What follows belongs to an exercise in optimizing a design on an open flow for small area; a production flow would make more cautious choices. In this exercise RTL edits were held to simulation tests only and were not proved equivalent to the original. Power figures rest on the tool's default switching activity, not on a simulated workload.

==> flow/design.v <==
module b12(
  input            clock,
  input            reset,
  input            start,
  input      [3:0] k,
  output           nloss,
  output     [3:0] nl,
  output reg       speaker
);
  localparam [3:0]
    C_G0 = 4'd0,  C_G2 = 4'd1,  C_G3 = 4'd2,  C_G4 = 4'd3,  C_G5 = 4'd4,
    C_G8 = 4'd5,  C_G9 = 4'd6,
    C_G6 = 4'd8,  C_G11 = 4'd9, C_G10a = 4'd10, C_W0 = 4'd11,
    C_G7 = 4'd12, C_G12 = 4'd13, C_W1 = 4'd14, C_G10 = 4'd15;
  reg       L;           
  reg [3:0] c;           
  reg [4:0] scan, mx, lvl;
  reg [5:0] cnt;
  reg [4:0] ph;
  reg [1:0] dout, din, nxt;
  reg [2:0] ctr;
  reg       s;
  reg [1:0] ring [0:31];
  wire cdone = (cnt == 6'd33);
  wire last  = (scan == mx);
  wire sG2  = (c == C_G2),  sG5 = (c == C_G5), sG6 = (c == C_G6), sG7 = (c == C_G7);
  wire sG9  = (c == C_G9),  sG10 = (c == C_G10), sG10a = (c == C_G10a);
  wire sG11 = (c == C_G11), sG12 = (c == C_G12), sW0 = (c == C_W0), sW1 = (c == C_W1);
  wire       kany = |k;
  wire [1:0] kidx = k[0] ? 2'd0 : k[1] ? 2'd1 : k[2] ? 2'd2 : 2'd3;
  wire       key  = sG10 && !cdone && kany;
  wire [4:0] fsrc = L ? mx : scan;
  wire [4:0] finc = fsrc + 5'd1;
  wire adv  = sG5 || sG6 || sG7 || sG10a || sG11 || sG12 || sG10;
  wire zero = sG2 || (L && (sG10a || sG11 || sG12)) ||
              (sG10 && cnt >= 6'd27) || (!L && adv && last);
  wire [4:0] fidx = zero ? 5'd0 : adv ? finc : fsrc;
  integer i;
  always @(posedge clock) begin
    for (i = 0; i < 31; i = i + 1) ring[i] <= ring[i+1];
    ring[31] <= (!L && ph == mx) ? din : ring[0];
  end
  always @(posedge clock)
    if (fidx[2:0] == ph[2:0]) nxt <= ring[{fidx[4:3] - ph[4:3], 3'b000}];
  always @(posedge clock)
    if (reset) ph <= 5'd0;
    else       ph <= ph + 5'd1;
  wire [1:0] rdat = (!L && last) ? din : nxt;
  always @(posedge clock) begin
    if (sG5 || sG10a || (cdone && (sG6 || sG11)))   cnt <= {1'b0, lvl};
    else if (sG9)                                   cnt <= 6'd0;
    else if (cdone && (sG7 || sG12 || sW0 || sW1))  cnt <= 6'd25;
    else                                            cnt <= cnt + 6'd1;
    if (!c[3] && !sG5) dout <= rdat;
    else if (key)      dout <= kidx;
    if (sG2 || (cdone && !L && (sG7 || sG12))) scan <= fidx;
    if (start || (cdone && (sG10 || (L && sG12)))) mx <= 5'd0;
    else if (cdone && ((L && sG7) || (!L && sG12 && last))) mx <= finc;
    if (start) lvl <= 5'd0;
    else if (cdone && !L && sG12 && last) lvl <= finc;
    if (sG2) din <= ph[1:0];
  end
  always @(posedge clock) begin
    if (reset) begin
      L <= 1'b0; c <= C_G0;
    end else if (start) begin
      L <= 1'b0; c <= C_G2;
    end else begin
      if (sG10 && cdone) L <= 1'b1;
      else if (key)      L <= (dout != kidx);
      case (c)
        C_G0:   ;
        C_G2:   c <= C_G3;
        C_G3:   c <= C_G4;
        C_G4:   c <= C_G5;
        C_G5:   c <= C_G6;
        C_G6:   if (cdone) c <= C_G7;
        C_G7:   if (cdone) c <= !last ? C_G3 : L ? C_W0 : C_G8;
        C_G8:   c <= C_G9;
        C_G9:   c <= C_G10;
        C_G10:  if (cdone) c <= C_G3; else if (kany) c <= C_G10a;
        C_G10a: c <= C_G11;
        C_G11:  if (cdone) c <= C_G12;
        C_G12:  if (cdone) c <= L ? C_G3 : !last ? C_G8 : (mx != 5'd31) ? C_G2 : C_W0;
        C_W0:   if (cdone) c <= C_W1;
        C_W1:   if (cdone) c <= C_W0;
        default: c <= C_G0;
      endcase
    end
  end
  wire play = c[3] & ~c[2];
  wire lit  = sG6 || sG11 || (L && sW0);
  wire [2:0] thr = sW0 ? (L ? 3'd1 : 3'd6) : {1'b0, dout} + 3'd2;
  assign nloss = L;
  assign nl = (!L && sW1) ? 4'b1111 : lit ? (4'b0001 << dout) : 4'b0000;
  always @(posedge clock) begin
    if (reset) begin
      s <= 1'b0; speaker <= 1'b0;
    end else if (play && ctr > thr) begin
      s <= ~s; speaker <= ~s;
    end else if (!play)
      speaker <= 1'b0;
    if (play && !(ctr > thr)) ctr <= ctr + 3'd1;
    else                      ctr <= 3'd0;
  end
endmodule
make LEC_CHECK=0 ABC_AREA=1 CAP_MARGIN=20 CORE_MARGIN=2 CORE_UTILIZATION=70 SLEW_MARGIN=20 finish   # period 5.0 ns
run.sh (not shown) runs the stock make flow with config.mk's settings and CLKGATE_MAP_FILE= SYNTH_SCRIPT=/design/flow/synth_recipe.tcl, a recipe that flattens the netlist after the stock synthesis.
Change:
--- a/flow/design.v
+++ b/flow/design.v
@@ -8,10 +8,10 @@
   output reg       speaker
 );
   localparam [3:0]
-    C_G0 = 4'd0,  C_G2 = 4'd1,  C_G3 = 4'd2,  C_G4 = 4'd3,  C_G5 = 4'd4,
-    C_G8 = 4'd5,  C_G9 = 4'd6,
-    C_G6 = 4'd8,  C_G11 = 4'd9, C_G10a = 4'd10, C_W0 = 4'd11,
-    C_G7 = 4'd12, C_G12 = 4'd13, C_W1 = 4'd14, C_G10 = 4'd15;
+    C_G0 = 4'd4,  C_G2 = 4'd3,  C_G3 = 4'd0,  C_G4 = 4'd9,  C_G5 = 4'd7,
+    C_G8 = 4'd2,  C_G9 = 4'd1,
+    C_G6 = 4'd5,  C_G11 = 4'd12, C_G10a = 4'd11, C_W0 = 4'd10,
+    C_G7 = 4'd13, C_G12 = 4'd8, C_W1 = 4'd14, C_G10 = 4'd15;
   reg       L;           
   reg [3:0] c;           
   reg [4:0] scan, mx, lvl;
@@ -29,12 +29,10 @@
   wire       kany = |k;
   wire [1:0] kidx = k[0] ? 2'd0 : k[1] ? 2'd1 : k[2] ? 2'd2 : 2'd3;
   wire       key  = sG10 && !cdone && kany;
-  wire [4:0] fsrc = L ? mx : scan;
-  wire [4:0] finc = fsrc + 5'd1;
-  wire adv  = sG5 || sG6 || sG7 || sG10a || sG11 || sG12 || sG10;
-  wire zero = sG2 || (L && (sG10a || sG11 || sG12)) ||
-              (sG10 && cnt >= 6'd27) || (!L && adv && last);
-  wire [4:0] fidx = zero ? 5'd0 : adv ? finc : fsrc;
+  wire [4:0] finc = scan + 5'd1;
+  wire adv  = sG5 || sG6 || sG7 || sG10a || sG11 || sG12;
+  wire zero = sG2 || sG10 || (L && (sG10a || sG11 || sG12)) || (!L && adv && last);
+  wire [4:0] fidx = zero ? 5'd0 : adv ? finc : scan;
   integer i;
   always @(posedge clock) begin
     for (i = 0; i < 31; i = i + 1) ring[i] <= ring[i+1];
@@ -51,11 +49,12 @@
     else if (sG9)                                   cnt <= 6'd0;
     else if (cdone && (sG7 || sG12 || sW0 || sW1))  cnt <= 6'd25;
     else                                            cnt <= cnt + 6'd1;
-    if (!c[3] && !sG5) dout <= rdat;
+    if (c == C_G0 || sG2 || c == C_G3 || c == C_G4 || c == C_G8 || sG9) dout <= rdat;
     else if (key)      dout <= kidx;
-    if (sG2 || (cdone && !L && (sG7 || sG12))) scan <= fidx;
-    if (start || (cdone && (sG10 || (L && sG12)))) mx <= 5'd0;
-    else if (cdone && ((L && sG7) || (!L && sG12 && last))) mx <= finc;
+    if (sG2 || (cdone && (sG7 || sG12 || sG10))) scan <= fidx;
+    if (start) mx <= 5'd0;
+    else if (cdone && (sG10 || (L && sG12))) mx <= scan;
+    else if (cdone && !L && sG12 && last) mx <= finc;
     if (start) lvl <= 5'd0;
     else if (cdone && !L && sG12 && last) lvl <= finc;
     if (sG2) din <= ph[1:0];
@@ -88,7 +87,7 @@
       endcase
     end
   end
-  wire play = c[3] & ~c[2];
+  wire play = sG6 || sG11 || sG10a || sW0;
   wire lit  = sG6 || sG11 || (L && sW0);
   wire [2:0] thr = sW0 ? (L ? 3'd1 : 3'd6) : {1'b0, dout} + 3'd2;
   assign nloss = L;
=> Worst hold slack improves by 3.3 ps; setup slack degrades by 200 ps; clock-buffer cell count does not change; global-route usage grows by 1.0 points; power grows by 13%; register-to-register slack improves by 80 ps; first-iteration DRC count shrinks by 12%; wire length grows by 3.5%; die area shrinks by 2.5%; final cell count shrinks by 3.9%; core utilization shrinks by 1.1 points; combinational power grows by 120%; clock skew hardly moves; non-clock buffer count is unchanged.

[static timing again, ports no longer ideal]
How much do the figures lean on ideal ports? The routed layouts below were timed once more, with nothing changed but the port constraints.
Step 1 (the two cells are an assumption about what drives the block):
set clk [get_ports {clock}]
set_driving_cell -lib_cell sky130_fd_sc_hd__clkbuf_16 $clk
set_driving_cell -lib_cell sky130_fd_sc_hd__buf_2 [delete_from_list [all_inputs] $clk]
Step 2 times the ports against the registers' clock, not the clock port: input delays grow and output delays shrink by t, the midpoint of the rising clock arrivals with the driver on.
a / b / c = no drivers / after step 1 / after step 2; a / b = the first two.
run	t (ns)	slack for setup (ns)	worst hold slack (ns)	worst setup path at the end	pins driven straight from the clock port
the first run	0.403	1.604 / 1.571 / 1.974	0.330 / 0.330 / 0.330	register to output	1
the second run	0.400	1.407 / 1.376 / 1.776	0.334 / 0.334 / 0.334	register to output	1
After both steps every run listed still meets setup and hold.
